This design comes from an exercise in tuning for small area and a short achievable clock period on the open sky130 flow, not from production work. Where RTL was checked, it was by simulation tests only, not by an equivalence proof against the original. Power is estimated from default activity; no workload was simulated.

== run 1 ==
## datapath
module datapath (clk, writenum, readnum, write, datapath_in, vsel, loada, loadb, loadc, shift, asel, bsel, ALUop, loads, Z_out, datapath_out);
For scale: roughly 660 cells after synthesis, roughly 180 flip-flops, roughly 52 I/O pins.
Settings: LEC_CHECK=0, CAP_MARGIN=20, CORE_MARGIN=2, CORE_UTILIZATION=70, CTS_BUF_LIST=sky130_fd_sc_hd__clkbuf_4 sky130_fd_sc_hd__clkbuf_8, CTS_CLUSTER_SIZE=30, SETUP_SLACK_MARGIN=2.8, SLEW_MARGIN=20, SYNTH_HIERARCHICAL=1, SYNTH_MINIMUM_KEEP_SIZE=0; clock period 5.5 ns.
run.sh (not shown) runs the stock make flow with config.mk's settings and CLKGATE_MAP_FILE= SYNTH_SCRIPT=/design/flow/synth_recipe.tcl, a recipe that flattens the netlist after the stock synthesis.
### run 1 -> run 2
- CORE_UTILIZATION now 60, was 70
- CTS_CLUSTER_SIZE no longer set, was 30
- SETUP_SLACK_MARGIN now 2.5, was 2.8
- CTS_BUF_LIST no longer set, was sky130_fd_sc_hd__clkbuf_4 sky130_fd_sc_hd__clkbuf_8
==> flow/flow/run.sh (new file) <==
#!/bin/bash
# The standard layout (standard.sh), with every input and output port
# buffered by a buf_4 cell instead of the buffer the resizer picks by default.
set -euo pipefail
bash standard.sh 'BUFFER_PORTS_ARGS=-buffer_cell sky130_fd_sc_hd__buf_4' finish > make.log 2>&1
==> flow/standard.sh (new file) <==
#!/bin/bash
# synth_recipe.tcl (not shown) runs the flow's synth.tcl, then flattens the netlist and writes it again
# the make line also repeats each setting of config.mk as NAME=value (left out here)
make -C /OpenROAD-flow-scripts/flow DESIGN_CONFIG=/design/flow/config.mk WORK_HOME=/design/flow/orfs CLKGATE_MAP_FILE= SYNTH_SCRIPT=/design/flow/synth_recipe.tcl "${@:-finish}"
removed: flow/run.sh
## What came out
- The final layouts of run 1 and run 2 pass the timing, DRC and antenna checks.
- Comparing run 1 and run 2, final-layout clock-cell area share is lower on run 1.
- Global-route wire length before repair improves in run 2 relative to run 1.
- Run 2 vs. run 1: count of inserted antenna diode cells saw little to no change; total power after layout now sits higher.
- The run showing the smaller finished layout cell area is run 2.
- Run 1 has higher worst setup slack than run 2.
The following lists how run 3 was set up differently from run 2:
==> flow/run.sh (new file) <==
#!/bin/bash
# synth_recipe.tcl (not shown) runs the flow's synth.tcl, then flattens the netlist and writes it again
# the make line also repeats each setting of config.mk as NAME=value (left out here)
make -C /OpenROAD-flow-scripts/flow DESIGN_CONFIG=/design/flow/config.mk WORK_HOME=/design/flow/orfs CLKGATE_MAP_FILE= SYNTH_SCRIPT=/design/flow/synth_recipe.tcl finish
removed: flow/flow/run.sh
removed: flow/standard.sh
==> run notes <==
- Compared with run 2, run 3 shows a placed standard-cell area that is about 1.5% higher.
- Run 3 gives more maximum frequency than run 2 did.
- Comparing worst path arrival time for run 2 and run 3, the smaller number came from run 2.
- Row post-cts resize count: run 3 higher / run 2 lower
- Hold slack: run 3 lower than run 2
- | internal power consumption | run 3 vs run 2 | 0.000061 W lower |
- Origin of the worst setup path: shift[0] -> run 2, datapath_in[4] -> run 3
- Min worst IR drop on VDD across run 2 and run 3: run 3
- Lower minimum period implied by the final worst setup slack among run 2 and run 3: run 3
- Share of the core filled with cells, run 2 and run 3: higher on run 3
- In run 3 relative to run 2, routed wire length had gone up by a few percent.
- Global routing usage summed across all routing layers ends up lower on run 2.


Another version of the RTL of datapath (not shown whole).
Size in the first run: ~180 flip-flops, roughly 52 I/O pins, ~9400 um2 of cells after synthesis.
Settings: LEC_CHECK=0, CAP_MARGIN=20, CORE_MARGIN=2, CORE_UTILIZATION=60, SETUP_SLACK_MARGIN=2.5, SLEW_MARGIN=20, SYNTH_HIERARCHICAL=1, SYNTH_MINIMUM_KEEP_SIZE=0; clock period 5.5 ns.
standard.sh (not shown) runs the stock make flow with config.mk's settings and CLKGATE_MAP_FILE= SYNTH_SCRIPT=/design/flow/synth_recipe.tcl, a recipe that flattens the netlist after the stock synthesis.
==> flow/flow/run.sh <==
#!/bin/bash
# The standard layout (standard.sh), with every input and output port
# buffered by a buf_4 cell instead of the buffer the resizer picks by default.
set -euo pipefail
bash standard.sh 'BUFFER_PORTS_ARGS=-buffer_cell sky130_fd_sc_hd__buf_4' finish > make.log 2>&1
The starting point completed with no timing, DRC or antenna violations.
Edit:
SETUP_SLACK_MARGIN = 2.9   (was 2.5)
The new run produced a clean layout.
Area after synthesis does not change.
Count of clock-buffer cells in the layout climbs by 1.
Clock power stays flat.
Synthesized cell count stays the same.
Setup slack improved by 0.24 ns.
Hold slack improves by 0.0066 ns.
Critical path depth goes up by 1.
Fmax went up by about 9%.
No functional check of the RTL was part of any run of this note.


== build 5 ==
Another version of the RTL of datapath (not shown whole).
For scale: roughly 760 cells after synthesis, ~9100 µm² of cells after synthesis.
==> flow/config.mk <==
export PLATFORM = sky130hd
export DESIGN_NAME = datapath
export DESIGN_NICKNAME = datapath
export VERILOG_FILES = /design/flow/design.v
export SDC_FILE = /design/flow/constraint.sdc
export NUM_CORES = 4
export LEC_CHECK = 0
export CAP_MARGIN = 20
export CORE_MARGIN = 2
export CORE_UTILIZATION = 60
export CTS_BUF_LIST = sky130_fd_sc_hd__clkbuf_4 sky130_fd_sc_hd__clkbuf_8
export SETUP_SLACK_MARGIN = 3.0
export SLEW_MARGIN = 20
export SYNTH_HIERARCHICAL = 1
export SYNTH_MINIMUM_KEEP_SIZE = 0
==> flow/constraint.sdc <==
create_clock -name core_clock -period 5.5 [get_ports {clk}]
set_input_delay 1.1000 -clock core_clock [delete_from_list [all_inputs] [get_ports {clk}]]
set_output_delay 1.1000 -clock core_clock [all_outputs]
set_load 0.01 [all_outputs]
==> flow/flow/run.sh <==
#!/bin/bash
# The standard layout (standard.sh), with every input and output port
# buffered by a buf_2 cell instead of the buffer the resizer picks by default.
set -euo pipefail
bash standard.sh 'BUFFER_PORTS_ARGS=-buffer_cell sky130_fd_sc_hd__buf_2' finish > make.log 2>&1
The inputs of build 89 differ from those of build 5 as listed below.
- swapping 3.0 for 2.9 in SETUP_SLACK_MARGIN
- Build 89 vs build 5 — routed length on met2 dropped slightly
- Relative to build 5, the count of buffers not belonging to the clock network in the layout of build 89 is lower by 8.
- Diff build 5 -> build 89: proportion of layout cells with a drive suffix above 1 decreased by 4.5 points relative to the old numbers; post-route fraction of the period consumed by the critical path increased by 0.98 points relative to the old numbers.
Relative to build 89, the following input files were edited for build 59:
- changing CORE_UTILIZATION from 60 to 70
Results
- Summary of build 59 over build 89: wire length on met1 went down by about 4%; total number of tap cells went down by 16.
- Comparing clock period minus final worst setup slack for build 89 and build 59, the bigger number came from build 59.
- Static leakage power (lower): build 59
- Comparing build 89 and build 59, the lower placed instance count is on build 59.
- More vias were needed by build 59 than by build 89.
- In the flow results for build 89 and build 59, the count of clock-net buffers in the final layout is smaller on build 59.
- Diff build 89 -> build 59 | number of non-filler instances in the completed layout | decrease of about 1.8%
- Build 59 and build 89 ended up with roughly the same register-to-register slack.
Relative to build 59, the following input files were edited for build 11:
- CORE_UTILIZATION changed from 70 to 50
==> comparison <==
Summary of build 11 over build 59: total negative setup slack about even; multiplexer fraction of the synthesized cell area about even.
Period utilization: build 59 vs build 11, no meaningful difference
From build 59 to build 11 the numbers moved as follows: first-pass GRT wire length rose 0.84%; total detailed-routing wirelength +2.4%.


The RTL this note starts from:
==> flow/design.v <==
module ALU(Ain, Bin, ALUop, out, Z);
  input [15:0] Ain, Bin;
  input [1:0] ALUop;
  output [15:0] out;
  output Z;
  wire        cin = ALUop[0];
  wire [15:0] bx  = Bin ^ {16{ALUop[0]}};
  wire [15:0] g   = Ain & bx;
  wire [15:0] p   = Ain ^ bx;
  wire [15:0] t   = Ain | bx;
  wire [15:0] gl [0:4];
  wire [15:0] pl [0:4];
  assign gl[0] = {g[15:1], g[0] | (p[0] & cin)};
  assign pl[0] = p;
  genvar k, i;
  generate
    for (k = 0; k < 4; k = k + 1) begin : lvl
      for (i = 0; i < 16; i = i + 1) begin : bit_
        if ((i >> k) & 1) begin : comb
          localparam integer J = ((i >> k) << k) - 1;
          assign gl[k+1][i] = gl[k][i] | (pl[k][i] & gl[k][J]);
          assign pl[k+1][i] = pl[k][i] & pl[k][J];
        end else begin : pass
          assign gl[k+1][i] = gl[k][i];
          assign pl[k+1][i] = pl[k][i];
        end
      end
    end
  endgenerate
  wire [15:0] c   = {gl[4][14:0], cin};
  wire [15:0] sum = p ^ c;
  assign out = ALUop[1] ? (ALUop[0] ? bx : g) : sum;
  wire zas  = &(p ~^ {t[14:0], cin});
  wire zand = ~|g;
  wire znot = ~|bx;
  assign Z = ALUop[1] ? (ALUop[0] ? znot : zand) : zas;
endmodule
module regfile(data_in, writenum, write, readnum, clk, data_out);
  input [15:0] data_in;
  input [2:0] writenum, readnum;
  input write, clk;
  output [15:0] data_out;
  reg [15:0] R [7:0];
  always_ff @(posedge clk)
    if (write)
      R[writenum] <= data_in;
  assign data_out = R[readnum];
endmodule
module shifter(in, shift, sout);
  input [15:0] in;
  input [1:0] shift;
  output [15:0] sout;
  assign sout = (shift == 2'b00) ? in :
                (shift == 2'b01) ? {in[14:0], 1'b0} :
                (shift == 2'b10) ? {1'b0, in[15:1]} :
                                   {in[15], in[15:1]};
endmodule
module datapath (clk, writenum, readnum, write, datapath_in, vsel, loada, loadb, loadc, shift, asel, bsel, ALUop, loads, Z_out, datapath_out);
  input write, clk, loada, loadb, loadc, asel, bsel, loads, vsel;
  input [1:0] ALUop, shift;
  input [2:0] writenum, readnum;
  input [15:0] datapath_in;
  output reg Z_out;
  output reg [15:0] datapath_out;
  reg  [15:0] aloaded, in;
  wire [15:0] data_in, data_out, sout, Ain, Bin, out;
  wire Z;
  assign data_in = vsel ? datapath_in : datapath_out;
  regfile REGFILE(data_in, writenum, write, readnum, clk, data_out);
  always_ff @(posedge clk) if (loada) aloaded <= data_out;
  always_ff @(posedge clk) if (loadb) in <= data_out;
  shifter SHIFTER(in, shift, sout);
  assign Bin = bsel ? {11'b0, datapath_in[4:0]} : sout;
  assign Ain = asel ? 16'b0 : aloaded;
  ALU alu(Ain, Bin, ALUop, out, Z);
  always_ff @(posedge clk) if (loads) Z_out <= Z;
  always_ff @(posedge clk) if (loadc) datapath_out <= out;
endmodule
clock: 5.5 ns
lec_check: 0
cap_margin: 20
core_margin: 2
core_utilization: 60
setup_slack_margin: 2.5
slew_margin: 20
run.sh (not shown) runs the stock make flow with config.mk's settings and CLKGATE_MAP_FILE= SYNTH_SCRIPT=/design/flow/synth_recipe.tcl, a recipe that flattens the netlist after the stock synthesis.
Stock flow here: none of the scripts above is used.
==> next run, changes <==
--- a/flow/config.mk
+++ b/flow/config.mk
@@ -11 +11 @@
-export SETUP_SLACK_MARGIN = 2.5
+export SETUP_SLACK_MARGIN = 3.0
Result: Global-route usage came out lower by 0.34 points. Setup slack is worse by 0.0073 ns. Power went down slightly. Design area grows slightly. First-iteration DRC count falls by a few percent. Die area is unchanged. Flip-flop and latch count is unchanged. Routed wire length rises by a few percent. Clock skew shrinks by 0.0034 ns. Clock-buffer cell count is higher by 1.
No run of this note included a check of the RTL's function; only the layout flow was run.

what the ideal ports hide:
In the flow no input, the clock included, has a driving cell. The finished layouts below were timed again as built, in two steps.
Step 1, drivers: a clkbuf_16 drives clk and a buf_2 each remaining input, both assumed.
Step 2, shift: input delay + t, output delay - t, t = (earliest + latest rising clock arrival at the registers) / 2. This alone moves slack from input paths to output paths.
Three values: no drivers, after step 1, after step 2; two values: the first two.
run | t, ns | setup slack, ns | hold WS [ns]
run 1 | 0.482 | 2.623 / 2.559 / 2.077 | 0.726 / 0.726 / 0.726
run 2 | 0.471 | 2.552 / 2.518 / 2.047 | 0.710 / 0.710 / 0.710
run 3 | 0.466 | 2.566 / 2.539 / 2.073 | 0.678 / 0.678 / 0.678
the first run of note 2 | 0.469 | 2.599 / 2.620 / 2.151 | 0.470 / 0.470 / 0.470
the second run of note 2 | 0.476 | 2.839 / 2.837 / 2.361 | 0.477 / 0.477 / 0.477
build 5 | 0.502 | 3.021 / 2.915 / 2.413 | 0.522 / 0.522 / 0.522
build 89 | 0.489 | 2.968 / 2.958 / 2.469 | 0.497 / 0.497 / 0.497
build 59 | 0.505 | 2.957 / 2.935 / 2.430 | 0.505 / 0.505 / 0.505
build 11 | 0.492 | 2.963 / 2.937 / 2.445 | 0.486 / 0.486 / 0.486
the first run of note 4 | 0.473 | 2.144 / 2.043 / 1.570 | 0.752 / 0.752 / 0.752
the second run of note 4 | 0.473 | 2.137 / 2.071 / 1.599 | 0.752 / 0.752 / 0.752
After both steps setup and hold are still met in every run listed. For build 5, which loses most, drivers alone change the setup slack by -0.106 ns; drivers and shift together by -0.608 ns.
